Background: an optimization exercise with open tools, aiming at small area, a short achievable clock period and few clock cycles per item. Do not read the settings as production practice.
RTL that was checked went through simulation tests only; none was proved equivalent to the original.
For runs 1 to 6, only the layout was checked, not whether the RTL still works.
No run shown here takes its clock network from TritonCTS; it comes from the design's own scripts or RTL.
The clock port is modelled as an ideal driver, which makes a skipped or thinned clock tree look cheaper than it is; a real chip needs a root buffer or a tree.
Power figures rest on the tool's default switching activity, not on a simulated workload.

File: flow/design.v
module subordinate #(
    localparam DATA_WIDTH = 32,
    localparam ADDRESS_WIDTH = 4
) (
    input  axi_aclk_in,
    input  axi_aresetn_in,
    input  [ADDRESS_WIDTH-1:0] axi_awaddr_in,
    input  [2:0] axi_awprot_in,
    input  axi_awvalid_in,
    input  [DATA_WIDTH-1:0] axi_wdata_in,
    input  [ADDRESS_WIDTH-1:0] axi_wstrb_in,
    input  axi_wvalid_in,
    input  axi_bready_in,
    input  [ADDRESS_WIDTH-1:0] axi_araddr_in,
    input  [2:0] axi_arprot_in,
    input  axi_arvalid_in,
    input  axi_rready_in,
    output axi_awready_out,
    output axi_wready_out,
    output [1:0] axi_bresp_out,
    output axi_bvalid_out,
    output axi_arready_out,
    output [DATA_WIDTH-1:0] axi_rdata_out,
    output [1:0] axi_rresp_out,
    output axi_rvalid_out
);
    reg [4*DATA_WIDTH-1:0] regs;
    reg  bvalid;
    reg  bfree;
    wire bslot = bfree || axi_bready_in;
    wire write = axi_awvalid_in && axi_wvalid_in && bslot;
    assign axi_awready_out = axi_wvalid_in && bslot;
    assign axi_wready_out  = axi_awvalid_in && bslot;
    wire [DATA_WIDTH-1:0] wd = axi_wdata_in & {DATA_WIDTH{axi_aresetn_in}};
    integer n, k;
    always @(posedge axi_aclk_in)
        for (n = 0; n < 4; n = n + 1)
            for (k = 0; k < DATA_WIDTH/8; k = k + 1)
                if (!axi_aresetn_in || (write && axi_awaddr_in[3:2] == n && axi_wstrb_in[k]))
                    regs[n*DATA_WIDTH+k*8+:8] <= wd[k*8+:8];
    always @(posedge axi_aclk_in)
        if (!axi_aresetn_in) begin
            bvalid <= 1'b0;
            bfree  <= 1'b1;
        end else if (bslot) begin
            bvalid <= write;
            bfree  <= !write;
        end
    assign axi_bvalid_out = bvalid;
    assign axi_bresp_out  = 2'b00;
    reg                  rvalid;
    reg [DATA_WIDTH-1:0] rdata;
    wire rslot = !rvalid || axi_rready_in;
    assign axi_arready_out = rslot;
    always @(posedge axi_aclk_in)
        if (!axi_aresetn_in)
            rvalid <= 1'b0;
        else if (rslot)
            rvalid <= axi_arvalid_in;
    always @(posedge axi_aclk_in)
        if (rslot)
            rdata <= regs[axi_araddr_in[3:2]*DATA_WIDTH+:DATA_WIDTH];
    assign axi_rvalid_out = rvalid;
    assign axi_rdata_out  = rdata;
    assign axi_rresp_out  = 2'b00;
endmodule
File: flow/flow/run.sh
#!/bin/bash
# Standard ORFS layout with two changes: plain buffers (instead of the
# default delay cells) on the ports, and a two-level clock tree built by
# flow/cts.tcl in place of TritonCTS: the clock port drives 2 sky130_fd_sc_hd__clkbuf_16,
# which drive 12 sky130_fd_sc_hd__clkbuf_8 leaf buffers, each driving one cluster of registers.
# ORFS logs stay under orfs/logs; make's output goes to flow_make.log.
set -euo pipefail
export BUFFER_PORTS_ARGS="-buffer_cell sky130_fd_sc_hd__buf_1"
export PRE_CTS_TCL="$(pwd)/flow/cts.tcl"
export MY_CTS_N1=2
export MY_CTS_CELL1=sky130_fd_sc_hd__clkbuf_16
export MY_CTS_N2=12
export MY_CTS_CELL2=sky130_fd_sc_hd__clkbuf_8

bash standard.sh > flow_make.log 2>&1
File: flow/flow/cts.tcl

proc kmeans {pts k} {
  # pts: list of {x y}; returns list of cluster indices
  set n [llength $pts]
  set srt [lsort -integer -index 1 [lsort -integer -index 0 $pts]]
  set srt {}
  set i 0
  foreach p $pts { lappend srt [list [lindex $p 0] [lindex $p 1] $i]; incr i }
  set srt [lsort -integer -index 1 $srt]
  # seed: split by y into rows of about sqrt(k) bands, then by x
  set rows [expr {max(1, int(round(sqrt($k))))}]
  set cent {}
  set per [expr {double($n) / $k}]
  for {set c 0} {$c < $k} {incr c} {
    set s [lindex $srt [expr {min($n - 1, int(($c + 0.5) * $per))}]]
    lappend cent [list [lindex $s 0] [lindex $s 1]]
  }
  for {set iter 0} {$iter < 50} {incr iter} {
    set asg {}
    foreach p $pts {
      set best 0; set bd 1e30
      for {set c 0} {$c < $k} {incr c} {
        set q [lindex $cent $c]
        set d [expr {abs([lindex $p 0]-[lindex $q 0]) + abs([lindex $p 1]-[lindex $q 1])}]
        if {$d < $bd} { set bd $d; set best $c }
      }
      lappend asg $best
    }
    set newc {}
    for {set c 0} {$c < $k} {incr c} {
      set sx 0; set sy 0; set m 0
      foreach p $pts a $asg { if {$a == $c} { set sx [expr {$sx + [lindex $p 0]}]; set sy [expr {$sy + [lindex $p 1]}]; incr m } }
      if {$m > 0} { lappend newc [list [expr {$sx / $m}] [expr {$sy / $m}]] } else { lappend newc [lindex $cent $c] }
    }
    set cent $newc
  }
  return [list $asg $cent]
}

proc add_buf {block master name x y innet} {
  set net [odb::dbNet_create $block "${name}_net"]
  $net setSigType CLOCK
  set buf [odb::dbInst_create $block $master $name]
  $buf setLocation [expr {int($x)}] [expr {int($y)}]
  $buf setPlacementStatus PLACED
  [$buf findITerm A] connect $innet
  [$buf findITerm X] connect $net
  return $net
}

proc my_cts {n1 cell1 n2 cell2} {
  set block [ord::get_db_block]
  set clknet [$block findNet axi_aclk_in]
  set sinks {}
  set pts {}
  foreach it [$clknet getITerms] {
    set loc [[$it getInst] getLocation]
    lappend sinks $it
    lappend pts [list [lindex $loc 0] [lindex $loc 1]]
  }
  set r2 [kmeans $pts $n2]
  set asg2 [lindex $r2 0]; set cent2 [lindex $r2 1]
  set m1 [[ord::get_db] findMaster $cell1]
  set m2 [[ord::get_db] findMaster $cell2]
  if {$n1 > 0} {
    set r1 [kmeans $cent2 $n1]
    set asg1 [lindex $r1 0]; set cent1 [lindex $r1 1]
    set l1nets {}
    for {set c 0} {$c < $n1} {incr c} {
      set q [lindex $cent1 $c]
      lappend l1nets [add_buf $block $m1 "clkbuf_l1_$c" [lindex $q 0] [lindex $q 1] $clknet]
    }
  }
  set l2nets {}
  for {set c 0} {$c < $n2} {incr c} {
    set q [lindex $cent2 $c]
    if {$n1 > 0} { set in [lindex $l1nets [lindex $asg1 $c]] } else { set in $clknet }
    lappend l2nets [add_buf $block $m2 "clkbuf_l2_$c" [lindex $q 0] [lindex $q 1] $in]
  }
  foreach it $sinks a $asg2 {
    $it disconnect
    $it connect [lindex $l2nets $a]
  }
  for {set c 0} {$c < $n2} {incr c} { puts "clock leaf $c: [llength [lsearch -all $asg2 $c]] sinks" }
}

if {[info exists ::env(MY_CTS_N2)]} {
  # Sourced by ORFS before its clock tree synthesis (PRE_CTS_TCL): build the
  # tree here and turn ORFS's own clock_tree_synthesis call into a no-op.
  my_cts $::env(MY_CTS_N1) $::env(MY_CTS_CELL1) $::env(MY_CTS_N2) $::env(MY_CTS_CELL2)
  rename clock_tree_synthesis orfs_clock_tree_synthesis
  proc clock_tree_synthesis {args} { set_propagated_clock [all_clocks] }
}
File: flow/standard.sh
#!/bin/bash
# synth_recipe.tcl (not shown) runs the flow's synth.tcl, then flattens the netlist and writes it again
# the make line also repeats each setting of config.mk as NAME=value (left out here)
make -C /OpenROAD-flow-scripts/flow DESIGN_CONFIG=/design/flow/config.mk WORK_HOME=/design/flow/orfs CLKGATE_MAP_FILE= SYNTH_SCRIPT=/design/flow/synth_recipe.tcl "${@:-finish}"
File: flow/config.mk
export PLATFORM = sky130hd
export DESIGN_NAME = subordinate
export DESIGN_NICKNAME = subordinate
export VERILOG_FILES = /design/flow/design.v
export SDC_FILE = /design/flow/constraint.sdc
export NUM_CORES = 4
export LEC_CHECK = 0
export CAP_MARGIN = 20
export CORE_MARGIN = 2
export CORE_UTILIZATION = 40
export SETUP_SLACK_MARGIN = 1.1
export SLEW_MARGIN = 20
File: flow/constraint.sdc
create_clock -name core_clock -period 2.5 [get_ports {axi_aclk_in}]
set_input_delay 0.5000 -clock core_clock [delete_from_list [all_inputs] [get_ports {axi_aclk_in}]]
set_output_delay 0.5000 -clock core_clock [all_outputs]
set_load 0.01 [all_outputs]
==> results.sh, run 1 <==
export IMPL_place_gp_congestion=0.677
export IMPL_final_nets=452
export IMPL_n_fill_cell=1261
export IMPL_yosysMostFrequentCell="edfxtp_1"
export IMPL_drt_iter0_markers=245
export IMPL_syn_inst=279
export IMPL_hold_buffers=0
export IMPL_initial_core_util_pct=40.7
export IMPL_area_growth_pct=22.9
export IMPL_die_area_sq_mm=0.0164
export IMPL_period_needed_ns=1.56
export IMPL_die_height_um=128
export IMPL_drv_slew=0
export IMPL_vias=2957
export IMPL_hp_class="in -> reg"
export IMPL_fin_crit_sh_pct=62.2
export IMPL_die_x_um=128
export IMPL_drive_gt1_share_pct=28.8
export IMPL_finalHoldViolCount=0
export IMPL_max_freq_ghz=0.643
export IMPL_setup_viol=0
export IMPL_worstPathArrival_ns=1.06
export IMPL_startpoint_type="register"
export IMPL_seq_area_frac_synth_pct=79.2
export IMPL_synth_cell_types=22
export IMPL_first_pass_iters=4
export IMPL_ys_ff_latch=163
export IMPL_syn_avg_cell_area_sq_um=22.0
export IMPL_power_leakage_nw=2.60
export IMPL_status="timing/DRC/antenna clean"
export IMPL_fin_util_pct=50.0
export IMPL_dpl_cell_area_sq_mm=0.00665
export IMPL_fin_ws_ns=0.944
export IMPL_crit_buf_inv=1
export IMPL_path_delay_family="flip-flops"
export IMPL_synthTopCellsByArea="edfxtp_1 78%, mux4_2 11%, and2_1 3.4%, o21ai_0 1.4%, buf_12 0.98%"
export IMPL_crit_required_ns=2.00
export IMPL_design_area_sq_mm=0.00754
export IMPL_netlist_top_cells_count="160 x edfxtp_1, 33 x and2_1, 30 x mux4_2"
export IMPL_async_flop_share_pct=0
export IMPL_pre_cts_slack_ns=0.330
export IMPL_setup_tns_ns=0
export IMPL_power_density_mw_per_mm2=677
export IMPL_crit_fanout=5
export IMPL_top_level_ports=98
export IMPL_dp_hpwl_um=7040
export IMPL_insertion_delay_ns=0.33
export IMPL_wl_per_cell_um=20.1
export IMPL_fin_worst_skew_ns=0.0404
export IMPL_grt_max_degree=27
export IMPL_clkTransAtPathRegs_ns=0.10
export IMPL_antenna_found_initial=2
export IMPL_relSlewSlack_pct=64.0
export IMPL_cpPeakStageDelay_ns=0.39
export IMPL_yosys_area_top_type="edfxtp_1"
export IMPL_ys_flop_type="edfxtp_1"
export IMPL_path_class="reg -> out"
export IMPL_grt_pass1_wl_um=17900
export IMPL_slowest_stage="dfxtp_4"
export IMPL_ant_nets=0
export IMPL_cp_cell_sequence="nor2_4 -> nor2b_2 -> buf_2"
export IMPL_rsz0062_at_grt="true"
export IMPL_vias_per_cell=5.07
export IMPL_endpoint_kind="output port"
export IMPL_track_usage_pct=14.5
export IMPL_coreArea_sq_mm=0.0151
export IMPL_worstMarginPinSlew_ns=0.540
export IMPL_yosysWarningCount=1
export IMPL_grt_ovfl_total=0
export IMPL_synth_top_area_share_pct=78.3
export IMPL_rows=45
export IMPL_vdd_drop_max_uv=238
export IMPL_synth_edf_count=160
export IMPL_grt_pass1_vias=3066
export IMPL_drv_cap=0
export IMPL_syn_area_sq_mm=0.00614
export IMPL_wl_um=11700
export IMPL_portBuffers=83
export IMPL_drc_errors=0
timing repair:
action	CTS	global route
buffers inserted	19	2
pin swaps	17	0
setup endpoints to repair	205	186
gates cloned	3	0
resized for setup	54	7
cell type report:
class	instances	area (sq um)	area share, %
Tap cell	188	235	3.12
Timing Repair Buffer	113	838	11.1
Inverter	1	3.75	0.0498
Sequential cell	163	4870	64.6
Multi-Input combinational cell	102	1380	18.2
Buffer	14	215	2.85
Antenna cell	2	5.00	0.0663
worst reg2reg max path, delay by kind of cell, from the launching register on:
| kind | cells | cell delay [ns] |
|---|---|---|
| buffers and inverters | 2 | 0.27 |
| AO/OA/AOI/OAI | 2 | 0.56 |
| flip-flops | 1 | 0.39 |
sequential cells by signal, summed over array words and instances (netlist names):
register  flops
regs        128
bvalid        1
rdata        32
rvalid        1
bfree         1
kinds of logic after synthesis:
group | after synthesis | synth area share, %
AOI/OAI and AO/OA | 24 | 2.32
buffers and inverters | 17 | 2.26
DFF | 163 | 79.2
muxes | 32 | 11.9
other | 1 | 0.0611
and+or+nand+nor | 42 | 4.24
worst paths after layout:
check | slack (ns) | cells after the start | from | end
max reg2reg | 0.99 | 4 | bfree | regs[65]
min | 0.39 | 3 | axi_arvalid_in | rvalid
max | 0.94 | 3 | bfree | axi_wready_out
min reg2reg | 0.58 | 2 | rvalid | rvalid
metrics by stage:
step | std cells | total power, W | hold slack, ns
after detailed placement | 543 | 0.00373 | 0.589
after CTS | 579 | 0.00516 | 0.377
final | 583 | 0.00510 | 0.388
after global routing | 582 | 0.00531 | 0.432
after floorplan | 282 | 0.00358 | 0.593
after global placement | 543 | 0.00372 | 0.585
power by group:
group          internal (W)  switching, W  leakage (nW)
Combinational      0.000246      0.000279         0.799
Sequential          0.00322     0.0000476          1.69
Clock              0.000577      0.000735         0.111
Total               0.00404       0.00106          2.60
per-layer routing:
| metal | vias to the layer above | global-route usage, % | part of all wire [%] |
|---|---|---|---|
| met1 | 1509 | 19.8 | 42 |
| met4 | 0 | 2.84 | 2.1 |
| met5 | - | 0 | 0 |
| li1 | 1348 | - | - |
| met2 | 80 | 24.7 | 50 |
| met3 | 20 | 2.59 | 5.4 |
cells in the final DEF (no fill, tap or decap), drive strengths merged, types with 3 or more instances in the layout:
| cell | count |
|---|---|
| edfxtp | 160 |
| buf | 110 |
| dfxtp | 3 |
| o21ai | 17 |
| nand2b | 3 |
| clkbuf | 17 |
| mux4 | 32 |
| o2111ai | 4 |
| conb | 4 |
| and2 | 33 |
==> run 2: changes to the inputs <==
--- a/flow/design.v
+++ b/flow/design.v
@@ -26,10 +26,7 @@
 );
     reg [4*DATA_WIDTH-1:0] regs;
-    reg  bvalid;
-    reg  bfree;
-    wire bslot = bfree || axi_bready_in;
-    wire write = axi_awvalid_in && axi_wvalid_in && bslot;
-    assign axi_awready_out = axi_wvalid_in && bslot;
-    assign axi_wready_out  = axi_awvalid_in && bslot;
+    wire write = axi_awvalid_in && axi_wvalid_in;
+    assign axi_awready_out = axi_wvalid_in;
+    assign axi_wready_out  = axi_awvalid_in;
     wire [DATA_WIDTH-1:0] wd = axi_wdata_in & {DATA_WIDTH{axi_aresetn_in}};
     integer n, k;
@@ -39,11 +36,22 @@
                 if (!axi_aresetn_in || (write && axi_awaddr_in[3:2] == n && axi_wstrb_in[k]))
                     regs[n*DATA_WIDTH+k*8+:8] <= wd[k*8+:8];
+    reg       bvalid;
+    reg [2:0] bq;
+    wire      bslot  = !bvalid || axi_bready_in;
+    wire [2:0] bq_inc = bq + 3'd1;
+    wire [2:0] bq_dec = (bq == 3'd0) ? 3'd0 : bq - 3'd1;
     always @(posedge axi_aclk_in)
         if (!axi_aresetn_in) begin
             bvalid <= 1'b0;
-            bfree  <= 1'b1;
-        end else if (bslot) begin
-            bvalid <= write;
-            bfree  <= !write;
+            bq     <= 3'd0;
+        end else begin
+            if (bslot)
+                bvalid <= write || (bq != 3'd0);
+            case ({bslot, write})
+            2'b00: bq <= bq;
+            2'b01: bq <= bq_inc;
+            2'b10: bq <= bq_dec;
+            2'b11: bq <= bq;
+            endcase
         end
     assign axi_bvalid_out = bvalid;
--- a/flow/config.mk
+++ b/flow/config.mk
@@ -8,5 +8,5 @@
 export CAP_MARGIN = 20
 export CORE_MARGIN = 2
-export CORE_UTILIZATION = 40
+export CORE_UTILIZATION = 55
 export SETUP_SLACK_MARGIN = 1.1
 export SLEW_MARGIN = 20
==> results.sh, run 2 <==
export IMPL_status="timing/DRC/antenna clean"
export IMPL_track_usage_pct=16.5
export IMPL_fin_worst_skew_ns=0.0486
export IMPL_reg_top3="regs (128), rdata (32), bq (3)"
export IMPL_power_leakage_nw=2.48
export IMPL_dp_cells=531
export IMPL_ant_nets=0
export IMPL_area_growth_pct=14.4
export IMPL_fin_util_pct=64.2
export IMPL_pwr_share_clk_pct=25.3
export IMPL_initial_core_util_pct=56.1
export IMPL_grt_max_degree=30
export IMPL_yosys_area_top_type="edfxtp_1"
export IMPL_place_gp_congestion=0.744
export IMPL_vdd_drop_max_uv=522
export IMPL_power_switching_w=0.00110
export IMPL_rows=39
export IMPL_async_flop_share_pct=0
export IMPL_first_pass_iters=4
export IMPL_coreArea_sq_mm=0.0113
export IMPL_cp_cell_sequence="buf_2 -> nand2_4 -> nor3b_4 -> nand2_1 -> nand2_4"
export IMPL_syn_area_sq_mm=0.00635
export IMPL_pwr_share_seq_pct=64.9
export IMPL_rsz0062_at_grt="true"
export IMPL_diodes=0
export IMPL_synthTopCellsByArea="edfxtp_1 76%, mux4_2 11%, and2_1 3.2%, nand2_1 1.9%, dfxtp_1 1.6%"
export IMPL_final_nets=471
export IMPL_grt_pass1_wl_um=16200
export IMPL_die_x_um=111
export IMPL_ys_flop_type="edfxtp_1"
export IMPL_power_density_mw_per_mm2=723
export IMPL_drv_cap=0
export IMPL_cpPeakStageDelay_ns=0.35
export IMPL_crit_fanout=8
export IMPL_combPwrFrac_pct=9.8
export IMPL_n_fill_cell=802
export IMPL_seqCellArea_sq_mm=0.00491
export IMPL_drive_gt1_share_pct=25.7
export IMPL_largest_register_ffs=128
export IMPL_largest_register="regs"
export IMPL_antenna_found_initial=0
export IMPL_clkTransAtPathRegs_ns=0.08
export IMPL_sw_frac_of_total_pct=21.0
export IMPL_synth_cell_types=29
export IMPL_synth_top_area_share_pct=75.7
export IMPL_crit_required_ns=2.50
export IMPL_wl_um=10700
export IMPL_p_int_w=0.00415
export IMPL_multiInputGateArea_sq_mm=0.00145
export IMPL_seq_area_frac_synth_pct=77.3
export IMPL_startpoint_type="input pin"
export IMPL_setup_viol=0
export IMPL_period_needed_ns=1.43
export IMPL_path_delay_family="simple AND/OR/NAND/NOR gates"
export IMPL_finalHoldViolCount=0
export IMPL_final_common_cell="edfxtp_1"
export IMPL_hp_class="in -> reg"
export IMPL_fin_crit_sh_pct=57.3
export IMPL_die_height_um=111
export IMPL_top_level_ports=98
export IMPL_wl_per_cell_um=19.4
export IMPL_die_area_sq_mm=0.0124
export IMPL_slowest_stage="nor3b_4"
export IMPL_drc_errors=0
export IMPL_path_class="in -> reg"
export IMPL_vias_per_cell=5.45
export IMPL_hold_slack_ns=0.399
export IMPL_reg2reg_slack_ns=1.16
export IMPL_layout_common_cells="160 x edfxtp_1, 71 x buf_1, 32 x and2_1"
export IMPL_endpoint_kind="register"
export IMPL_syn_avg_cell_area_sq_um=20.3
export IMPL_yosysWarningCount=1
export IMPL_worstPathArrival_ns=1.43
export IMPL_final_cells=551
export IMPL_grt_pass1_vias=3178
export IMPL_vias=3005
export IMPL_yosysMostFrequentCell="edfxtp_1"
export IMPL_ys_ff_latch=165
export IMPL_setup_tns_ns=0
export IMPL_portBuffers=83
export IMPL_crit_buf_inv=1
export IMPL_syn_inst=313
export IMPL_insertion_delay_ns=0.32
export IMPL_grt_ovfl_total=0
export IMPL_synth_edf_count=160
export IMPL_dp_hpwl_um=6650
export IMPL_drv_slew=0
export IMPL_netlist_top_cells_count="160 x edfxtp_1, 32 x and2_1, 32 x nand2_1"
export IMPL_drt_iter0_markers=125
export IMPL_cp_common_cell="nand2_4"
export IMPL_max_freq_ghz=0.698
-- run 2: cell types whose count changed in the layout (fill, tap and decap cells not counted), moves of 3 or more --
| cell | before | now |
|---|---|---|
| buf_12 | 16 | 1 |
| ha_1 | 0 | 3 |
| nand2_1 | 1 | 12 |
| nand2_4 | 0 | 11 |
| inv_1 | 1 | 4 |
| nand2_2 | 0 | 10 |
| a21oi_1 | 0 | 4 |
| o21ai_4 | 16 | 0 |
| o2111ai_2 | 4 | 0 |
-- run 2: area by class of cell --
| type | count | area share (%) |
|---|---|---|
| Timing Repair Buffer | 96 | 6.72 |
| Tap cell | 143 | 2.46 |
| Inverter | 6 | 0.310 |
| Buffer | 14 | 2.96 |
| Multi-Input combinational cell | 127 | 20.0 |
| Sequential cell | 165 | 67.6 |
-- run 2: routing by layer --
metal  vias up  GRT usage [%]  share of wire [%]
met2        85           28.2                 50
met1      1511           23.4                 44
li1       1393              -                  -
met3        16           2.45                4.8
met4         0           3.21                1.9
met5         -              0                  0
-- run 2: stage by stage --
stage | total power [W] | instance area [sq um] | worst slack [ns]
finish | 0.00525 | 7260 | 1.07
global route | 0.00546 | 7260 | 1.03
CTS | 0.00528 | 7160 | 1.06
detailed placement | 0.00394 | 6820 | 0.578
global placement | 0.00392 | 6820 | 0.616
floorplan | 0.00377 | 6420 | 1.02
-- run 2: cell families after synthesis --
| logic type | after synthesis | share of synthesized area (%) |
|---|---|---|
| compound gates | 9 | 0.867 |
| xor+xnor | 2 | 0.276 |
| fa+ha+maj | 4 | 0.788 |
| buf+inv | 24 | 2.72 |
| flops | 165 | 77.3 |
| mux | 34 | 11.8 |
| other cells | 1 | 0.0591 |
| simple gates | 74 | 6.21 |
-- run 2: power by group through the flow --
stage          Sequential (W)  Combinational (W)  Clock [W]
2_1_floorplan         0.00349           0.000282          0
5_1_grt               0.00343           0.000557    0.00147
4_1_cts               0.00341           0.000495    0.00137
3_5_place_dp          0.00347           0.000468          0
6_report              0.00341           0.000514    0.00133
3_3_place_gp          0.00346           0.000460          0
-- run 2: worst reg2reg max path, cell delays in order, from the launching register on --
cell and delay, ns:
dfxtp_2 0.32, inv_2 0.08, ha_4 0.14, mux2_4 0.29, a222oi_1 0.30, nor2b_1 0.08
-- run 2: repair_timing --
item	in CTS	in global routing
endpoints found under the setup margin	163	66
pin swaps	3	7
cloned	1	1
hold buffers	0	0
buffers inserted	3	1
gates resized for setup	23	25
-- run 2: path summary, 6_finish.rpt --
check,start,depth (start not counted),to
worst min-delay path,axi_arvalid_in,3,rvalid
worst max register to register,bq[0],5,bq[1]
worst max-delay path,axi_wvalid_in,5,regs[45]
worst min register to register,bq[0],2,bq[0]
==> run 3: changes to the inputs <==
--- a/flow/config.mk
+++ b/flow/config.mk
@@ -8,5 +8,5 @@
 export CAP_MARGIN = 20
 export CORE_MARGIN = 2
-export CORE_UTILIZATION = 55
+export CORE_UTILIZATION = 40
 export SETUP_SLACK_MARGIN = 1.1
 export SLEW_MARGIN = 20
==> results.sh, run 3 <==
export IMPL_synthSimpleGateAreaFrac_pct=6.21
export IMPL_die_height_um=130
export IMPL_r2r_start="bq[1]"
export IMPL_r2r_end="bq[1]"
export IMPL_drive_gt1_share_pct=24.7
export IMPL_power_density_mw_per_mm2=711
export IMPL_hp_class="in -> reg"
export IMPL_grt_pass1_wl_um=16600
export IMPL_die_area_sq_mm=0.0169
export IMPL_insertion_delay_ns=0.33
export IMPL_diodes=0
export IMPL_grt_max_degree=24
export IMPL_vdd_drop_max_uv=285
export IMPL_ys_flop_type="edfxtp_1"
export IMPL_setup_viol=0
export IMPL_portBuffers=83
export IMPL_power_leakage_nw=2.48
export IMPL_place_gp_congestion=0.744
export IMPL_crit_fanout=16
export IMPL_vias=2971
export IMPL_dp_cells=605
export IMPL_power_w=0.00522
export IMPL_syn_avg_cell_area_sq_um=20.3
export IMPL_ant_nets=0
export IMPL_path_class="in -> reg"
export IMPL_largest_register_ffs=128
export IMPL_worstSetupEndpoint="rdata[28]"
export IMPL_clkTransAtPathRegs_ns=0.09
export IMPL_setup_tns_ns=0
export IMPL_reg_top3="regs (128), rdata (32), bq (3)"
export IMPL_layout_common_cells="160 x edfxtp_1, 71 x buf_1, 32 x and2_1"
export IMPL_yosys_area_share_adder_pct=0.788
export IMPL_drv_slew=0
export IMPL_crit_start="axi_araddr_in[2]"
export IMPL_synth_cell_types=29
export IMPL_fin_worst_skew_ns=0.0583
export IMPL_rsz0062_at_grt="true"
export IMPL_initial_core_util_pct=40.4
export IMPL_largest_register="regs"
export IMPL_vias_per_cell=4.75
export IMPL_track_usage_pct=12.9
export IMPL_top_level_ports=98
export IMPL_grt_ovfl_total=0
export IMPL_dp_hpwl_um=7220
export IMPL_reg2reg_slack_ns=1.16
export IMPL_period_needed_ns=1.44
export IMPL_die_x_um=130
export IMPL_yosys_area_top_type="edfxtp_1"
export IMPL_synth_edf_count=160
export IMPL_drv_cap=0
export IMPL_synth_xor_area_share_pct=0.276
export IMPL_fin_crit_sh_pct=57.6
export IMPL_synthTopCellsByArea="edfxtp_1 76%, mux4_2 11%, and2_1 3.2%, nand2_1 1.9%, dfxtp_1 1.6%"
export IMPL_synth_top_area_share_pct=75.7
export IMPL_grt_pass1_vias=3101
export IMPL_status="timing/DRC/antenna clean"
export IMPL_syn_inst=313
export IMPL_drc_errors=0
export IMPL_yosys_mux_area_fraction_pct=11.8
export IMPL_coreArea_sq_mm=0.0157
export IMPL_max_freq_ghz=0.695
export IMPL_async_flop_share_pct=0
export IMPL_synth_compound_area_share_pct=0.867
export IMPL_ys_ff_latch=165
export IMPL_rows=46
export IMPL_ff2ff_path_depth=5
export IMPL_finalHoldViolCount=0
export IMPL_startpoint_type="input pin"
export IMPL_netlist_top_cells_count="160 x edfxtp_1, 32 x and2_1, 32 x nand2_1"
export IMPL_area_growth_pct=15.7
export IMPL_worstPathArrival_ns=1.49
export IMPL_final_cells=625
export IMPL_antenna_found_initial=0
export IMPL_first_pass_iters=4
export IMPL_wl_per_cell_um=17.5
export IMPL_drt_iter0_markers=224
export IMPL_seq_area_frac_synth_pct=77.3
export IMPL_endpoint_kind="register"
export IMPL_crit_required_ns=2.55
export IMPL_synth_top_family_by_area="multiplexers"
export IMPL_syn_area_sq_mm=0.00635
export IMPL_final_common_cell="edfxtp_1"
export IMPL_yosysWarningCount=1
export IMPL_wl_um=10900
export IMPL_final_nets=472
export IMPL_yosysMostFrequentCell="edfxtp_1"
run 3: cell counts after synthesis:
No cell type changed its count.
run 3: power breakdown:
| group | switching, W | internal [W] |
|---|---|---|
| clock | 0.000727 | 0.000577 |
| combinational | 0.000282 | 0.000229 |
| sequential | 0.0000664 | 0.00334 |
| total | 0.00108 | 0.00414 |
run 3: how the worst min path moves through the flow:
stage	start	endpoint	slack (ns)	cells after the start
2_1_floorplan	bq[0]	bq[0]	0.47	2
3_3_place_gp	bq[0]	bq[0]	0.49	2
3_5_place_dp	bq[0]	bq[0]	0.50	2
4_1_cts	axi_arvalid_in	rvalid	0.38	3
5_1_grt	axi_arvalid_in	rvalid	0.41	3
6_report	axi_arvalid_in	rvalid	0.40	3
run 3: per-layer routing:
metal | GRT usage [%] | up-vias | wire length (um) | part of all wire [%]
li1 | - | 1397 | - | -
met1 | 16.4 | 1485 | 4560 | 42
met2 | 23.8 | 70 | 5670 | 52
met3 | 1.52 | 19 | 427 | 3.9
met4 | 2.97 | 0 | 263 | 2.4
met5 | 0 | - | 0 | 0
run 3: per-stage QoR:
step | util (%) | cell area (sq um) | setup WS, ns | hold WS, ns
5_1_grt | 46.8 | 7350 | 1.04 | 0.409
4_1_cts | 46.3 | 7280 | 1.06 | 0.385
3_3_place_gp | 44.0 | 6920 | 0.621 | 0.485
6_report | 46.8 | 7350 | 1.06 | 0.403
2_1_floorplan | - | 6420 | 1.02 | 0.468
3_5_place_dp | 44.0 | 6920 | 0.576 | 0.501
run 3: what timing repair did:
item,CTS,global route
cloned,1,0
endpoints found under the hold margin,0,0
pin swaps,2,6
setup buffers,3,2
setup endpoints to repair,155,90
hold buffers,0,0
resized for setup,27,15
run 3: area by class of cell:
cell class	count	area [sq um]
Fill cell	1363	8370
Sequential cell	165	4910
Multi-Input combinational cell	127	1440
Timing Repair Buffer	97	495
Tap cell	216	270
Buffer	14	215
Inverter	6	22.5
run 3: kinds of logic after synthesis:
logic type,after synthesis
other cells,1
flops,165
compound gates,9
fa+ha+maj,4
xor+xnor,2
mux,34
simple gates,74
buf+inv,24
run 3: critical path, stage by stage:
cell and delay [ns]:
clkbuf_2 0.14, bufbuf_16 0.34, mux4_2 0.50
==> run 4: changes to the inputs <==
--- a/flow/design.v
+++ b/flow/design.v
@@ -59,13 +59,12 @@
     reg                  rvalid;
     reg [DATA_WIDTH-1:0] rdata;
-    wire rslot = !rvalid || axi_rready_in;
-    assign axi_arready_out = rslot;
+    assign axi_arready_out = axi_rready_in;
     always @(posedge axi_aclk_in)
         if (!axi_aresetn_in)
             rvalid <= 1'b0;
-        else if (rslot)
+        else if (axi_rready_in)
             rvalid <= axi_arvalid_in;
     always @(posedge axi_aclk_in)
-        if (rslot)
+        if (axi_rready_in)
             rdata <= regs[axi_araddr_in[3:2]*DATA_WIDTH+:DATA_WIDTH];
     assign axi_rvalid_out = rvalid;
==> results.sh, run 4 <==
export IMPL_status="timing/DRC/antenna clean"
export IMPL_drt_iter0_markers=315
export IMPL_synth_top_area_share_pct=75.6
export IMPL_drc_errors=0
export IMPL_synth_edf_count=160
export IMPL_reg2reg_slack_ns=1.13
export IMPL_cp_common_cell="nand2_4"
export IMPL_n_fill_cell=1350
export IMPL_diodes=0
export IMPL_crit_fanout=8
export IMPL_multiInputGateArea_sq_mm=0.00144
export IMPL_netlist_top_cells_count="160 x edfxtp_1, 32 x and2_1, 32 x nand2_1"
export IMPL_endpoint_kind="register"
export IMPL_initial_core_util_pct=40.4
export IMPL_largest_register_ffs=128
export IMPL_antenna_found_initial=0
export IMPL_portBuffers=83
export IMPL_dp_cells=603
export IMPL_async_flop_share_pct=0
export IMPL_ys_flop_type="edfxtp_1"
export IMPL_final_cells=619
export IMPL_yosysMostFrequentCell="edfxtp_1"
export IMPL_grt_max_degree=27
export IMPL_vias=2972
export IMPL_crit_start="axi_awvalid_in"
export IMPL_final_common_cell="edfxtp_1"
export IMPL_synthTopCellsByArea="edfxtp_1 76%, mux4_2 11%, and2_1 3.2%, nand2_1 1.9%, dfxtp_1 1.6%"
export IMPL_pwr_share_seq_pct=65.1
export IMPL_hold_buffers=0
export IMPL_crit_required_ns=2.52
export IMPL_r2r_start="bq[1]"
export IMPL_vias_per_cell=4.80
export IMPL_yosysWarningCount=1
export IMPL_ys_ff_latch=165
export IMPL_worstPathArrival_ns=1.44
export IMPL_cp_cell_sequence="buf_2 -> nand2_4 -> nor3b_4 -> nand2_1 -> nand2_4"
export IMPL_rsz0062_at_grt="true"
export IMPL_vdd_drop_max_uv=348
export IMPL_yosys_area_top_type="edfxtp_1"
export IMPL_sw_frac_of_total_pct=20.7
export IMPL_hold_start="axi_arvalid_in"
export IMPL_p_int_w=0.00410
export IMPL_die_area_sq_mm=0.0169
export IMPL_wl_per_cell_um=17.5
export IMPL_syn_area_sq_mm=0.00635
export IMPL_drv_cap=0
export IMPL_fin_worst_skew_ns=0.0311
export IMPL_rows=46
export IMPL_drive_gt1_share_pct=24.1
export IMPL_grt_ovfl_total=0
export IMPL_grt_pass1_vias=3011
export IMPL_fin_crit_sh_pct=56.8
export IMPL_layout_common_cells="160 x edfxtp_1, 72 x buf_1, 32 x and2_1"
export IMPL_place_gp_congestion=0.772
export IMPL_finalHoldViolCount=0
export IMPL_fin_util_pct=46.4
export IMPL_period_needed_ns=1.42
export IMPL_grt_pass1_wl_um=16100
export IMPL_seqCellArea_sq_mm=0.00490
export IMPL_power_leakage_nw=2.43
export IMPL_power_switching_w=0.00107
export IMPL_pwr_share_clk_pct=25.7
export IMPL_first_pass_iters=4
export IMPL_setup_tns_ns=0
export IMPL_cpPeakStageDelay_ns=0.35
export IMPL_wl_um=10800
export IMPL_final_nets=466
export IMPL_die_height_um=130
export IMPL_drv_slew=0
export IMPL_path_class="in -> reg"
export IMPL_reg_top3="regs (128), rdata (32), bq (3)"
export IMPL_setup_viol=0
export IMPL_dp_hpwl_um=7010
export IMPL_track_usage_pct=12.5
export IMPL_insertion_delay_ns=0.31
export IMPL_hold_slack_ns=0.441
export IMPL_seq_area_frac_synth_pct=77.2
export IMPL_clkTransAtPathRegs_ns=0.10
export IMPL_combPwrFrac_pct=9.1
export IMPL_syn_avg_cell_area_sq_um=20.3
export IMPL_startpoint_type="input pin"
export IMPL_max_freq_ghz=0.704
export IMPL_largest_register="regs"
export IMPL_area_growth_pct=14.8
export IMPL_power_density_mw_per_mm2=709
export IMPL_hp_class="in -> reg"
export IMPL_synth_cell_types=29
export IMPL_ant_nets=0
export IMPL_slowest_stage="nor3b_4"
export IMPL_top_level_ports=98
export IMPL_die_x_um=130
export IMPL_syn_inst=313
export IMPL_coreArea_sq_mm=0.0157
-- run 4: changes by cell type after synthesis --
cell,previous run,this run
a21boi_0,2,1
buf_4,6,7
inv_1,6,5
mux2i_1,0,1
nand2b_1,1,0
nor2b_1,1,2
-- run 4: final cells by class --
class	instances	share of cell area, %
inverters	5	0.257
flip-flops and latches	165	67.2
multi-input cells	127	19.8
plain buffers	14	2.95
repair buffers	92	6.12
well taps	216	3.70
-- run 4: metrics by stage --
stage	cell area (sq um)	total power [W]	worst slack (ns)
global route	7300	0.00539	1.04
CTS	7220	0.00522	1.09
global placement	6910	0.00386	0.586
finish	7300	0.00518	1.08
floorplan	6420	0.00372	1.02
detailed placement	6910	0.00388	0.546
-- run 4: metal layers --
metal / wire (um) / global-route usage, % / up-vias / share of wire (%)
met5: 0 / 0 / - / 0
met3: 482 / 1.64 / 18 / 4.5
li1: - / - / 1386 / -
met2: 5530 / 22.4 / 65 / 51
met4: 238 / 2.47 / 0 / 2.2
met1: 4570 / 16.5 / 1503 / 42
-- run 4: critical path, delay by kind of cell --
kind | cells | cell delay (ns)
and+or+nand+nor | 4 | 0.80
buffers and inverters | 1 | 0.15
-- run 4: cell families (layout without fill, tap and decap cells) --
family	after synthesis	in the layout	synth area share, %
compound gates	8	8	0.748
xor+xnor	2	2	0.276
fa+ha+maj	4	4	0.788
buf+inv	24	111	2.78
flops	165	165	77.2
mux	35	35	12.0
other cells	1	4	0.0590
simple gates	74	74	6.20
-- run 4: path summary, 6_finish.rpt --
check        cells past startpoint        to
max                              5  regs[84]
min                              3    rvalid
min reg2reg                      2     bq[0]
max reg2reg                      5     bq[1]
-- run 4: repair_timing --
action | CTS | global route
hold endpoints to repair | 0 | 0
resized for setup | 25 | 22
pin swaps | 6 | 8
cloned | 0 | 0
endpoints found under the setup margin | 156 | 92
buffers inserted | 1 | 1
-- run 4: power groups by stage --
stage	Clock (W)	Combinational (W)	Sequential (W)
floorplan	0	0.000276	0.00345
global placement	0	0.000437	0.00342
detailed placement	0	0.000446	0.00344
CTS	0.00138	0.000467	0.00337
global route	0.00148	0.000521	0.00339
finish	0.00133	0.000473	0.00337
==> run 5: changes to the inputs <==
--- a/flow/config.mk
+++ b/flow/config.mk
@@ -8,5 +8,5 @@
 export CAP_MARGIN = 20
 export CORE_MARGIN = 2
-export CORE_UTILIZATION = 40
+export CORE_UTILIZATION = 60
 export SETUP_SLACK_MARGIN = 1.1
 export SLEW_MARGIN = 20
==> results.sh, run 5 <==
export IMPL_status="timing/DRC/antenna clean"
export IMPL_hold_slack_ns=0.454
export IMPL_first_pass_iters=4
export IMPL_power_density_mw_per_mm2=720
export IMPL_hold_start="axi_arvalid_in"
export IMPL_syn_inst=313
export IMPL_rsz0062_at_grt="true"
export IMPL_period_needed_ns=1.39
export IMPL_insertion_delay_ns=0.31
export IMPL_cpPeakStageDelay_ns=0.57
export IMPL_reg_top3="regs (128), rdata (32), bq (3)"
export IMPL_ys_ff_latch=165
export IMPL_track_usage_pct=18.6
export IMPL_ant_nets=0
export IMPL_worstPathArrival_ns=1.45
export IMPL_finalHoldViolCount=0
export IMPL_fin_crit_sh_pct=55.7
export IMPL_vias=2990
export IMPL_syn_area_sq_mm=0.00635
export IMPL_startpoint_type="input pin"
export IMPL_drv_slew=0
export IMPL_endpoint_kind="register"
export IMPL_synth_cell_types=29
export IMPL_cp_cell_sequence="clkbuf_2 -> buf_12 -> mux4_1"
export IMPL_vdd_drop_max_uv=622
export IMPL_clkTransAtPathRegs_ns=0.10
export IMPL_die_height_um=107
export IMPL_yosys_area_top_type="edfxtp_1"
export IMPL_netlist_top_cells_count="160 x edfxtp_1, 32 x and2_1, 32 x nand2_1"
export IMPL_rows=37
export IMPL_fin_worst_skew_ns=0.0240
export IMPL_seq_area_frac_synth_pct=77.2
export IMPL_top_level_ports=98
export IMPL_yosysWarningCount=1
export IMPL_synth_top_area_share_pct=75.6
export IMPL_async_flop_share_pct=0
export IMPL_drive_gt1_share_pct=22.8
export IMPL_setup_tns_ns=0
export IMPL_crit_required_ns=2.56
export IMPL_die_area_sq_mm=0.0114
export IMPL_synthTopCellsByArea="edfxtp_1 76%, mux4_2 11%, and2_1 3.2%, nand2_1 1.9%, dfxtp_1 1.6%"
export IMPL_power_leakage_nw=2.42
export IMPL_grt_max_degree=33
export IMPL_yosysMostFrequentCell="edfxtp_1"
export IMPL_crit_fanout=16
export IMPL_crit_start="axi_araddr_in[2]"
export IMPL_max_freq_ghz=0.718
export IMPL_largest_register="regs"
export IMPL_place_gp_congestion=0.758
export IMPL_path_class="in -> reg"
export IMPL_diodes=0
export IMPL_vias_per_cell=5.54
export IMPL_reg2reg_slack_ns=1.15
export IMPL_setup_viol=0
export IMPL_final_common_cell="edfxtp_1"
export IMPL_r2r_start="bq[0]"
export IMPL_wl_per_cell_um=19.6
export IMPL_largest_register_ffs=128
export IMPL_initial_core_util_pct=61.6
export IMPL_layout_common_cells="160 x edfxtp_1, 74 x buf_1, 32 x and2_1"
export IMPL_final_nets=467
export IMPL_antenna_found_initial=0
export IMPL_coreArea_sq_mm=0.0103
export IMPL_synth_edf_count=160
export IMPL_area_growth_pct=13.1
export IMPL_drv_cap=0
export IMPL_n_fill_cell=680
export IMPL_hp_class="in -> reg"
export IMPL_wl_um=10600
export IMPL_syn_avg_cell_area_sq_um=20.3
export IMPL_grt_pass1_vias=3029
export IMPL_dp_hpwl_um=6620
export IMPL_die_x_um=107
export IMPL_drt_iter0_markers=114
export IMPL_portBuffers=83
export IMPL_dp_cells=523
export IMPL_grt_pass1_wl_um=16100
export IMPL_drc_errors=0
export IMPL_ys_flop_type="edfxtp_1"
export IMPL_final_cells=540
export IMPL_grt_ovfl_total=0
export IMPL_hold_buffers=0
export IMPL_slowest_stage="mux4_1"
run 5: worst paths after layout:
| path | end | cells past startpoint |
|---|---|---|
| min | rvalid | 3 |
| min reg2reg | bq[1] | 2 |
| max reg2reg | bq[1] | 5 |
| max | rdata[0] | 3 |
run 5: worst max-delay path, delay by kind of cell:
family / cells / cell delay [ns]
buffers and inverters: 2 / 0.36
muxes: 1 / 0.57
run 5: where the power goes:
part,internal (W),switching (W)
Combinational,0.000216,0.000261
Sequential,0.00331,0.0000614
Clock,0.000578,0.000741
run 5: cell type report:
cell class                 count  area [sq um]  share of cell area (%)
buffer                        14           215                    3.00
inverter                       5          18.8                   0.261
multi-input combinational    127          1430                    19.9
sequential                   165          4910                    68.3
tap                          136           170                    2.37
timing repair buffer          93           440                    6.13
run 5: layer usage:
layer  vias up  track usage (%)  routed length (um)
met5         -                0                   0
met4         0             3.71                 203
met3        17             2.19                 551
met2        88             31.4                5260
met1      1503             26.9                4550
li1       1382                -                   -
run 5: cells by family (layout without fill, tap and decap cells):
kind of cell	count (synthesis)	count (layout)	synth area share, %
other cells	1	4	0.0590
flops	165	165	77.2
compound gates	8	8	0.748
simple gates	74	74	6.20
fa+ha+maj	4	4	0.788
buf+inv	24	112	2.78
xor+xnor	2	2	0.276
mux	35	35	12.0
run 5: repair_timing:
item	CTS	global route
cloned	0	1
pin swaps	2	3
gates resized for setup	22	13
setup buffers	0	2
endpoints found under the setup margin	145	87
run 5: per-stage QoR:
step	power, W	util (%)	setup WS, ns	cell area (sq um)
after CTS	0.00519	68.8	1.05	7110
after floorplan	0.00372	-	1.02	6420
after global routing	0.00536	69.6	1.06	7180
after global placement	0.00386	65.9	0.640	6810
after detailed placement	0.00388	65.9	0.573	6810
final	0.00517	69.6	1.11	7180
==> run 6: changes to the inputs <==
--- a/flow/config.mk
+++ b/flow/config.mk
@@ -9,4 +9,4 @@
 export CORE_MARGIN = 2
 export CORE_UTILIZATION = 60
-export SETUP_SLACK_MARGIN = 1.1
+export SETUP_SLACK_MARGIN = 1.25
 export SLEW_MARGIN = 20
==> results.sh, run 6 <==
export IMPL_fin_crit_sh_pct=55.9
export IMPL_insertion_delay_ns=0.32
export IMPL_largest_register_ffs=128
export IMPL_max_freq_ghz=0.716
export IMPL_seq_area_frac_synth_pct=77.2
export IMPL_clkTransAtPathRegs_ns=0.10
export IMPL_hold_buffers=0
export IMPL_synth_cell_types=29
export IMPL_rsz0062_at_grt="true"
export IMPL_cp_cell_sequence="clkbuf_2"
export IMPL_antenna_found_initial=0
export IMPL_synth_edf_count=160
export IMPL_first_pass_iters=4
export IMPL_hp_class="in -> reg"
export IMPL_crit_buf_inv=1
export IMPL_hold_slack_ns=0.452
export IMPL_ys_ff_latch=165
export IMPL_drv_slew=0
export IMPL_p_int_w=0.00416
export IMPL_path_class="reg -> out"
export IMPL_vias=3114
export IMPL_grt_max_degree=23
export IMPL_syn_inst=313
export IMPL_drc_errors=0
export IMPL_path_delay_family="flip-flops"
export IMPL_ant_nets=0
export IMPL_die_x_um=107
export IMPL_final_nets=478
export IMPL_track_usage_pct=20.2
export IMPL_pwr_share_clk_pct=25.5
export IMPL_sw_frac_of_total_pct=21.2
export IMPL_yosysMostFrequentCell="edfxtp_1"
export IMPL_top_level_ports=98
export IMPL_syn_area_sq_mm=0.00635
export IMPL_layout_common_cells="160 x edfxtp_1, 42 x buf_1, 32 x mux4_2, 32 x and2_1, 29 x clkbuf_2"
export IMPL_drt_iter0_markers=142
export IMPL_wl_per_cell_um=21.0
export IMPL_fin_ws_ns=1.10
export IMPL_dp_hpwl_um=6810
export IMPL_synthTopCellsByArea="edfxtp_1 76%, mux4_2 11%, and2_1 3.2%, nand2_1 1.9%, dfxtp_1 1.6%"
export IMPL_crit_required_ns=2.00
export IMPL_portBuffers=83
export IMPL_diodes=0
export IMPL_coreArea_sq_mm=0.0103
export IMPL_yosysWarningCount=1
export IMPL_grt_ovfl_total=0
export IMPL_design_area_sq_mm=0.00758
export IMPL_initial_core_util_pct=61.6
export IMPL_setup_viol=0
export IMPL_finalHoldViolCount=0
export IMPL_vias_per_cell=5.65
export IMPL_synth_top_area_share_pct=75.6
export IMPL_die_height_um=107
export IMPL_area_growth_pct=19.3
export IMPL_vdd_drop_max_uv=514
export IMPL_drive_gt1_share_pct=36.9
export IMPL_wl_um=11600
export IMPL_async_flop_share_pct=0
export IMPL_grt_pass1_wl_um=17300
export IMPL_dpl_cell_area_sq_mm=0.00687
export IMPL_syn_avg_cell_area_sq_um=20.3
export IMPL_ys_flop_type="edfxtp_1"
export IMPL_setup_tns_ns=0
export IMPL_crit_fanout=1
export IMPL_power_w=0.00528
export IMPL_pwr_share_seq_pct=63.9
export IMPL_fin_worst_skew_ns=0.0462
export IMPL_rows=37
export IMPL_period_needed_ns=1.40
export IMPL_power_density_mw_per_mm2=697
export IMPL_drv_cap=0
export IMPL_endpoint_kind="output port"
export IMPL_worstPathArrival_ns=0.90
export IMPL_cpPeakStageDelay_ns=0.42
export IMPL_die_area_sq_mm=0.0114
export IMPL_yosys_area_top_type="edfxtp_1"
export IMPL_reg_top3="regs (128), rdata (32), bq (3)"
export IMPL_pre_cts_slack_ns=0.565
export IMPL_power_leakage_nw=2.66
export IMPL_startpoint_type="register"
export IMPL_final_common_cell="edfxtp_1"
export IMPL_power_switching_w=0.00112
export IMPL_largest_register="regs"
export IMPL_place_gp_congestion=0.711
export IMPL_status="timing/DRC/antenna clean"
export IMPL_grt_pass1_vias=3252
export IMPL_combPwrFrac_pct=10.6
export IMPL_netlist_top_cells_count="160 x edfxtp_1, 32 x and2_1, 32 x nand2_1"
export IMPL_slowest_stage="edfxtp_1"
-- run 6: changes by cell type in the layout (fill, tap and decap cells not counted), moves of 6 or more --
| cell | delta |
|---|---|
| nand2_1 | -10 |
| buf_4 | +6 |
| clkbuf_2 | +26 |
| nand2_4 | +7 |
| buf_6 | +6 |
| buf_1 | -32 |
-- run 6: layer usage --
| layer | routed length [um] | up-vias | global-route usage, % |
|---|---|---|---|
| met5 | 0 | - | 0 |
| met4 | 232 | 0 | 3.90 |
| met3 | 617 | 19 | 2.49 |
| met2 | 6020 | 103 | 35.7 |
| met1 | 4700 | 1582 | 27.7 |
| li1 | - | 1410 | - |
-- run 6: cell type report --
type                    count  area [sq um]
fillers                   607          2740
flip-flops and latches    165          4910
well taps                 136           170
inverters                   5          18.8
multi-input cells         127          1550
repair buffers            104           718
plain buffers              14           215
-- run 6: worst paths after layout --
kind              cells after the start      startpoint  slack [ns]                end
setup / recovery                      1       rdata[29]        1.10  axi_rdata_out[29]
setup reg to reg                      5           bq[1]        1.17              bq[1]
hold reg to reg                       2          rvalid        0.53             rvalid
hold / removal                        3  axi_arvalid_in        0.45             rvalid
-- run 6: kinds of logic (layout without fill, tap and decap cells) --
logic type,after synthesis,after routing,synth area share [%]
AOI/OAI and AO/OA,8,8,0.748
adders and majority gates,4,4,0.788
and+or+nand+nor,74,74,6.20
muxes,35,35,12.0
other,1,4,0.0590
buffers and inverters,24,123,2.78
xor gates and xnor gates,2,2,0.276
DFF,165,165,77.2
-- run 6: repair_timing --
action,4_1_cts,5_1_grt
setup buffers,7,4
setup endpoints to repair,283,174
gates resized for setup,56,55
pin swaps,10,13
cloned,3,0
-- run 6: through the flow --
step | std cells | utilization, %
finish | 551 | 73.4
global route | 551 | 73.4
CTS | 547 | 71.8
detailed placement | 523 | 66.6
global placement | 523 | 66.6
floorplan | 316 | -
-- run 6: power by group through the flow --
stage / Clock [W] / Sequential, W / Combinational, W
floorplan: 0 / 0.00345 / 0.000283
global placement: 0 / 0.00342 / 0.000444
detailed placement: 0 / 0.00344 / 0.000455
CTS: 0.00137 / 0.00338 / 0.000526
global route: 0.00147 / 0.00340 / 0.000601
finish: 0.00135 / 0.00338 / 0.000558
==> run 7: changes to the inputs <==
--- a/flow/design.v
+++ b/flow/design.v
@@ -26,7 +26,7 @@
 );
     reg [4*DATA_WIDTH-1:0] regs;
-    wire write = axi_awvalid_in && axi_wvalid_in;
-    assign axi_awready_out = axi_wvalid_in;
-    assign axi_wready_out  = axi_awvalid_in;
+    wire write = axi_awvalid_in && axi_wvalid_in && axi_bready_in;
+    assign axi_awready_out = axi_wvalid_in && axi_bready_in;
+    assign axi_wready_out  = axi_awvalid_in && axi_bready_in;
     wire [DATA_WIDTH-1:0] wd = axi_wdata_in & {DATA_WIDTH{axi_aresetn_in}};
     integer n, k;
@@ -36,23 +36,10 @@
                 if (!axi_aresetn_in || (write && axi_awaddr_in[3:2] == n && axi_wstrb_in[k]))
                     regs[n*DATA_WIDTH+k*8+:8] <= wd[k*8+:8];
-    reg       bvalid;
-    reg [2:0] bq;
-    wire      bslot  = !bvalid || axi_bready_in;
-    wire [2:0] bq_inc = bq + 3'd1;
-    wire [2:0] bq_dec = (bq == 3'd0) ? 3'd0 : bq - 3'd1;
+    reg bvalid;
     always @(posedge axi_aclk_in)
-        if (!axi_aresetn_in) begin
+        if (!axi_aresetn_in)
             bvalid <= 1'b0;
-            bq     <= 3'd0;
-        end else begin
-            if (bslot)
-                bvalid <= write || (bq != 3'd0);
-            case ({bslot, write})
-            2'b00: bq <= bq;
-            2'b01: bq <= bq_inc;
-            2'b10: bq <= bq_dec;
-            2'b11: bq <= bq;
-            endcase
-        end
+        else if (axi_bready_in)
+            bvalid <= write;
     assign axi_bvalid_out = bvalid;
     assign axi_bresp_out  = 2'b00;
--- a/flow/config.mk
+++ b/flow/config.mk
@@ -8,5 +8,5 @@
 export CAP_MARGIN = 20
 export CORE_MARGIN = 2
-export CORE_UTILIZATION = 60
-export SETUP_SLACK_MARGIN = 1.25
+export CORE_UTILIZATION = 40
+export SETUP_SLACK_MARGIN = 1.4
 export SLEW_MARGIN = 20
==> results.sh, run 7 <==
export IMPL_yosysMostFrequentCell="edfxtp_1"
export IMPL_power_density_mw_per_mm2=679
export IMPL_fin_crit_sh_pct=56.4
export IMPL_synth_top_area_share_pct=78.7
export IMPL_ant_nets=0
export IMPL_vdd_drop_max_uv=469
export IMPL_track_usage_pct=13.7
export IMPL_grt_max_degree=32
export IMPL_layout_common_cells="160 x edfxtp_1, 39 x buf_1, 32 x mux4_2, 32 x and2_1, 30 x clkbuf_2"
export IMPL_area_growth_pct=24.3
export IMPL_insertion_delay_ns=0.32
export IMPL_ys_flop_type="edfxtp_1"
export IMPL_largest_register_ffs=128
export IMPL_hold_buffers=0
export IMPL_dp_hpwl_um=6940
export IMPL_cp_cell_sequence="clkbuf_2"
export IMPL_drive_gt1_share_pct=38.3
export IMPL_largest_register="regs"
export IMPL_vias=2926
export IMPL_finalHoldViolCount=0
export IMPL_startpoint_type="register"
export IMPL_slowest_stage="edfxtp_1"
export IMPL_yosys_area_top_type="edfxtp_1"
export IMPL_status="timing/DRC/antenna clean"
export IMPL_final_cells=588
export IMPL_seq_area_frac_synth_pct=79.4
export IMPL_grt_pass1_vias=3051
export IMPL_die_area_sq_mm=0.0163
export IMPL_rows=45
export IMPL_drt_iter0_markers=184
export IMPL_reg_top3="regs (128), rdata (32)"
export IMPL_final_nets=458
export IMPL_setup_viol=0
export IMPL_yosysWarningCount=1
export IMPL_seqCellArea_sq_mm=0.00485
export IMPL_drc_errors=0
export IMPL_fin_worst_skew_ns=0.0418
export IMPL_final_common_cell="edfxtp_1"
export IMPL_endpoint_kind="output port"
export IMPL_max_freq_ghz=0.709
export IMPL_crit_required_ns=2.00
export IMPL_coreArea_sq_mm=0.0150
export IMPL_hp_class="in -> reg"
export IMPL_vias_per_cell=4.98
export IMPL_antenna_found_initial=1
export IMPL_synth_compound_area_share_pct=1.44
export IMPL_syn_inst=277
export IMPL_power_leakage_nw=2.62
export IMPL_drv_cap=0
export IMPL_drv_slew=0
export IMPL_top_level_ports=98
export IMPL_period_needed_ns=1.41
export IMPL_worstPathArrival_ns=0.91
export IMPL_async_flop_share_pct=0
export IMPL_synth_cell_types=20
export IMPL_path_class="reg -> out"
export IMPL_power_w=0.00515
export IMPL_dp_cells=558
export IMPL_crit_buf_inv=1
export IMPL_ys_ff_latch=162
export IMPL_initial_core_util_pct=40.6
export IMPL_crit_fanout=1
export IMPL_rsz0062_at_grt="true"
export IMPL_multiInputGateArea_sq_mm=0.00128
export IMPL_syn_area_sq_mm=0.00610
export IMPL_die_height_um=128
export IMPL_path_delay_family="flip-flops"
export IMPL_yosys_area_share_adder_pct=0
export IMPL_grt_ovfl_total=0
export IMPL_synthTopCellsByArea="edfxtp_1 79%, mux4_2 11%, and2_1 3.5%, o21ai_0 1.3%, buf_12 0.98%"
export IMPL_n_fill_cell=1218
export IMPL_synth_top_family_by_area="multiplexers"
export IMPL_place_gp_congestion=0.699
export IMPL_hold_slack_ns=0.442
export IMPL_wl_um=11200
export IMPL_syn_avg_cell_area_sq_um=22.0
export IMPL_grt_pass1_wl_um=17100
export IMPL_portBuffers=83
export IMPL_synth_xor_area_share_pct=0
export IMPL_first_pass_iters=5
export IMPL_synthSimpleGateAreaFrac_pct=4.68
export IMPL_netlist_top_cells_count="160 x edfxtp_1, 34 x and2_1, 30 x mux4_2"
export IMPL_synth_edf_count=160
export IMPL_setup_tns_ns=0
export IMPL_yosys_mux_area_fraction_pct=12.1
export IMPL_wl_per_cell_um=19.0
export IMPL_die_x_um=128
export IMPL_clkTransAtPathRegs_ns=0.12
export IMPL_cpPeakStageDelay_ns=0.43
==> run 7: path summary, 6_finish.rpt <==
kind,startpoint,end,slack (ns),cells after the start
max,rdata[27],axi_rdata_out[27],1.09,1
min,axi_arvalid_in,rvalid,0.44,3
max reg2reg,regs[127],rdata[31],1.34,1
min reg2reg,rvalid,rvalid,0.53,2
==> run 7: cell families (layout without fill, tap and decap cells) <==
family                 Yosys count  after routing
AO/OA/AOI/OAI                   17             17
buffers and inverters           17            136
multiplexers                    33             33
flip-flops                     162            162
AND/OR/NAND/NOR                 47             47
other                            1              5
==> run 7: metrics by stage <==
step	utilization, %	setup WS, ns	area (sq um)
final	50.5	1.09	7580
after global routing	50.5	1.05	7580
after CTS	49.6	1.07	7460
after detailed placement	44.7	0.371	6720
after global placement	44.7	0.423	6720
after floorplan	-	0.839	6130
==> run 7: area by class of cell <==
class | count | area share, %
Buffer | 14 | 2.84
Timing Repair Buffer | 122 | 13.2
Sequential cell | 162 | 63.9
Tap cell | 188 | 3.10
Antenna cell | 1 | 0.0330
Multi-Input combinational cell | 101 | 16.9
==> run 7: timing repair <==
item | 4_1_cts | 5_1_grt
cloned | 3 | 0
setup buffers | 10 | 2
endpoints found under the setup margin | 327 | 197
gates resized for setup | 73 | 44
pin swaps | 15 | 6
==> run 7: where the power goes <==
group	internal [W]	switching, W
logic	0.000280	0.000256
registers	0.00325	0.0000552
clock network	0.000577	0.000729
==> run 7: routing by layer <==
metal / wire length [um] / vias to the layer above / global-route usage [%]
met5: 0 / - / 0
met4: 218 / 0 / 2.91
met3: 522 / 15 / 1.80
met2: 5970 / 77 / 25.2
met1: 4490 / 1486 / 17.5
li1: - / 1348 / -
Testbench counts of run 7, summed over its fixed seeds: cycles 1,288, items 2,560.
==> run 8: changes to the inputs <==
--- a/flow/config.mk
+++ b/flow/config.mk
@@ -9,4 +9,4 @@
 export CORE_MARGIN = 2
 export CORE_UTILIZATION = 40
-export SETUP_SLACK_MARGIN = 1.4
+export SETUP_SLACK_MARGIN = 1.25
 export SLEW_MARGIN = 20
==> results.sh, run 8 <==
export IMPL_power_switching_w=0.00104
export IMPL_worstPathArrival_ns=0.90
export IMPL_portBuffers=83
export IMPL_power_leakage_nw=2.60
export IMPL_wl_per_cell_um=19.2
export IMPL_synth_edf_count=160
export IMPL_crit_fanout=1
export IMPL_first_pass_iters=5
export IMPL_seq_area_frac_synth_pct=79.4
export IMPL_status="timing/DRC/antenna clean"
export IMPL_drt_iter0_markers=173
export IMPL_grt_ovfl_total=0
export IMPL_path_class="reg -> out"
export IMPL_fin_crit_sh_pct=55.9
export IMPL_hp_class="in -> reg"
export IMPL_top_layer="met4"
export IMPL_place_gp_congestion=0.675
export IMPL_dp_hpwl_um=6890
export IMPL_combPwrFrac_pct=10.3
export IMPL_netlist_top_cells_count="160 x edfxtp_1, 34 x and2_1, 30 x mux4_2"
export IMPL_wl_um=11300
export IMPL_grt_pass1_vias=3088
export IMPL_setup_viol=0
export IMPL_drv_cap=0
export IMPL_synthTopCellsByArea="edfxtp_1 79%, mux4_2 11%, and2_1 3.5%, o21ai_0 1.3%, buf_12 0.98%"
export IMPL_ff2ff_path_depth=1
export IMPL_die_area_sq_mm=0.0163
export IMPL_antenna_found_initial=0
export IMPL_hold_start="axi_arvalid_in"
export IMPL_die_x_um=128
export IMPL_top_level_ports=98
export IMPL_drv_slew=0
export IMPL_final_nets=459
export IMPL_area_growth_pct=23.8
export IMPL_layout_common_cells="160 x edfxtp_1, 42 x buf_1, 32 x mux4_2, 32 x and2_1, 32 x buf_6"
export IMPL_grt_max_degree=35
export IMPL_drc_errors=0
export IMPL_met2_length_um=5930
export IMPL_yosysMostFrequentCell="edfxtp_1"
export IMPL_rows=45
export IMPL_ys_flop_type="edfxtp_1"
export IMPL_yosysWarningCount=1
export IMPL_r2r_start="regs[102]"
export IMPL_ys_ff_latch=162
export IMPL_cpPeakStageDelay_ns=0.43
export IMPL_period_needed_ns=1.40
export IMPL_largest_register="regs"
export IMPL_drive_gt1_share_pct=36.8
export IMPL_fin_worst_skew_ns=0.0237
export IMPL_rsz0062_at_grt="true"
export IMPL_p_int_w=0.00410
export IMPL_grt_pass1_wl_um=17100
export IMPL_reg_top3="regs (128), rdata (32)"
export IMPL_yosys_area_top_type="edfxtp_1"
export IMPL_pwr_share_clk_pct=25.5
export IMPL_coreArea_sq_mm=0.0150
export IMPL_route_layer_met1_wl_um=4570
export IMPL_synth_top_area_share_pct=78.7
export IMPL_power_w=0.00514
export IMPL_r2r_end="rdata[6]"
export IMPL_async_flop_share_pct=0
export IMPL_startpoint_type="register"
export IMPL_crit_buf_inv=1
export IMPL_endpoint_kind="output port"
export IMPL_ant_nets=0
export IMPL_path_delay_family="flip-flops"
export IMPL_die_height_um=128
export IMPL_vias_per_cell=4.98
export IMPL_hold_path_depth=3
export IMPL_insertion_delay_ns=0.32
export IMPL_track_usage_pct=13.9
export IMPL_setup_tns_ns=0
export IMPL_sw_frac_of_total_pct=20.3
export IMPL_largest_register_ffs=128
export IMPL_vias=2929
export IMPL_syn_area_sq_mm=0.00610
export IMPL_pwr_share_seq_pct=64.2
export IMPL_fin_util_pct=50.2
export IMPL_hold_buffers=0
export IMPL_initial_core_util_pct=40.6
export IMPL_slowest_stage="edfxtp_1"
export IMPL_syn_avg_cell_area_sq_um=22.0
export IMPL_clkTransAtPathRegs_ns=0.08
export IMPL_diodes=0
export IMPL_final_common_cell="edfxtp_1"
export IMPL_max_freq_ghz=0.716
export IMPL_vdd_drop_max_uv=467
export IMPL_synth_cell_types=20
export IMPL_wl_met3_um=485
export IMPL_cp_cell_sequence="clkbuf_2"
export IMPL_whs_endpoint="rvalid"
export IMPL_crit_required_ns=2.00
export IMPL_reg2reg_slack_ns=1.36
export IMPL_finalHoldViolCount=0
export IMPL_power_density_mw_per_mm2=681
export IMPL_syn_inst=277
run 8: cell type report:
| cell class | instances | area (sq um) |
|---|---|---|
| Sequential cell | 162 | 4850 |
| Fill cell | 1223 | 7480 |
| Multi-Input combinational cell | 101 | 1270 |
| Buffer | 14 | 215 |
| Timing Repair Buffer | 123 | 990 |
| Tap cell | 188 | 235 |
run 8: how the worst max path moves through the flow:
stage	startpoint	to	cells after the start
after floorplan	axi_awaddr_in[3]	regs[0]	2
after global placement	axi_bready_in	regs[59]	4
after detailed placement	axi_bready_in	regs[59]	4
after CTS	rdata[0]	axi_rdata_out[0]	1
after global routing	rdata[0]	axi_rdata_out[0]	1
final	rdata[0]	axi_rdata_out[0]	1
run 8: timing repair:
action / 4_1_cts / 5_1_grt
pin swaps: 5 / 13
buffers inserted: 9 / 3
resized for setup: 63 / 53
cloned: 3 / 0
setup endpoints to repair: 269 / 178
run 8: stage by stage:
step	setup slack [ns]	instances	instance area [sq um]	hold WS [ns]
detailed placement	0.581	559	6730	0.480
global route	1.08	588	7550	0.458
floorplan	0.839	280	6130	0.500
global placement	0.658	559	6730	0.468
CTS	1.10	585	7360	0.443
finish	1.10	588	7550	0.451
run 8: power groups by stage:
stage / Combinational [W] / Clock [W] / Sequential [W]
after global routing: 0.000574 / 0.00146 / 0.00332
after CTS: 0.000504 / 0.00137 / 0.00331
after floorplan: 0.000239 / 0 / 0.00338
final: 0.000530 / 0.00131 / 0.00330
after global placement: 0.000417 / 0 / 0.00335
after detailed placement: 0.000426 / 0 / 0.00337
run 8: logic make-up after synthesis:
family	Yosys count	synth area share, %
other cells	1	0.0615
simple gates	47	4.67
flops	162	79.4
buf+inv	17	2.34
compound gates	17	1.44
mux	33	12.1
run 8: per-layer routing:
| layer | track usage, % | vias up |
|---|---|---|
| met5 | 0 | - |
| met4 | 2.71 | 0 |
| met3 | 1.47 | 21 |
| met2 | 25.6 | 71 |
| met1 | 17.8 | 1486 |
| li1 | - | 1351 |

what the ideal ports hide:
The flow's constraints put no driver on any port. The routed layouts listed below were extracted and timed again, unchanged, in two steps. Step 1 (the two cells are an assumption about what drives the block):
set clk [get_ports {axi_aclk_in}]
set_driving_cell -lib_cell sky130_fd_sc_hd__clkbuf_16 $clk
set_driving_cell -lib_cell sky130_fd_sc_hd__buf_2 [delete_from_list [all_inputs] $clk]
Step 2, shift: input delay + t, output delay - t, t = (earliest + latest rising clock arrival at the registers) / 2. This alone moves slack from input paths to output paths. a / b / c = ideal / step 1 / step 2; a / b = the first two.
| run | t, ns | setup WS [ns] | worst hold slack (ns) | worst data-port slew with drivers (ns) |
|---|---|---|---|---|
| run 1 | 0.369 | 0.944 / 0.881 / 0.691 | 0.388 / 0.348 / 0.584 | 0.07 |
| run 2 | 0.352 | 1.067 / 1.064 / 0.747 | 0.399 / 0.375 / 0.507 | 0.06 |
| run 3 | 0.353 | 1.060 / 1.062 / 0.733 | 0.403 / 0.371 / 0.507 | 0.05 |
| run 4 | 0.367 | 1.080 / 1.060 / 0.752 | 0.441 / 0.408 / 0.509 | 0.05 |
| run 5 | 0.354 | 1.108 / 1.082 / 0.785 | 0.454 / 0.468 / 0.553 | 0.07 |
| run 6 | 0.350 | 1.103 / 1.051 / 0.846 | 0.452 / 0.424 / 0.531 | 0.06 |
| run 7 | 0.359 | 1.089 / 1.032 / 0.803 | 0.442 / 0.408 / 0.531 | 0.07 |
| run 8 | 0.358 | 1.103 / 1.049 / 0.790 | 0.451 / 0.418 / 0.525 | 0.06 |
After both steps every run listed still meets setup and hold. For run 4, which loses most, drivers alone change the setup slack by -0.020 ns; drivers and shift together by -0.328 ns.
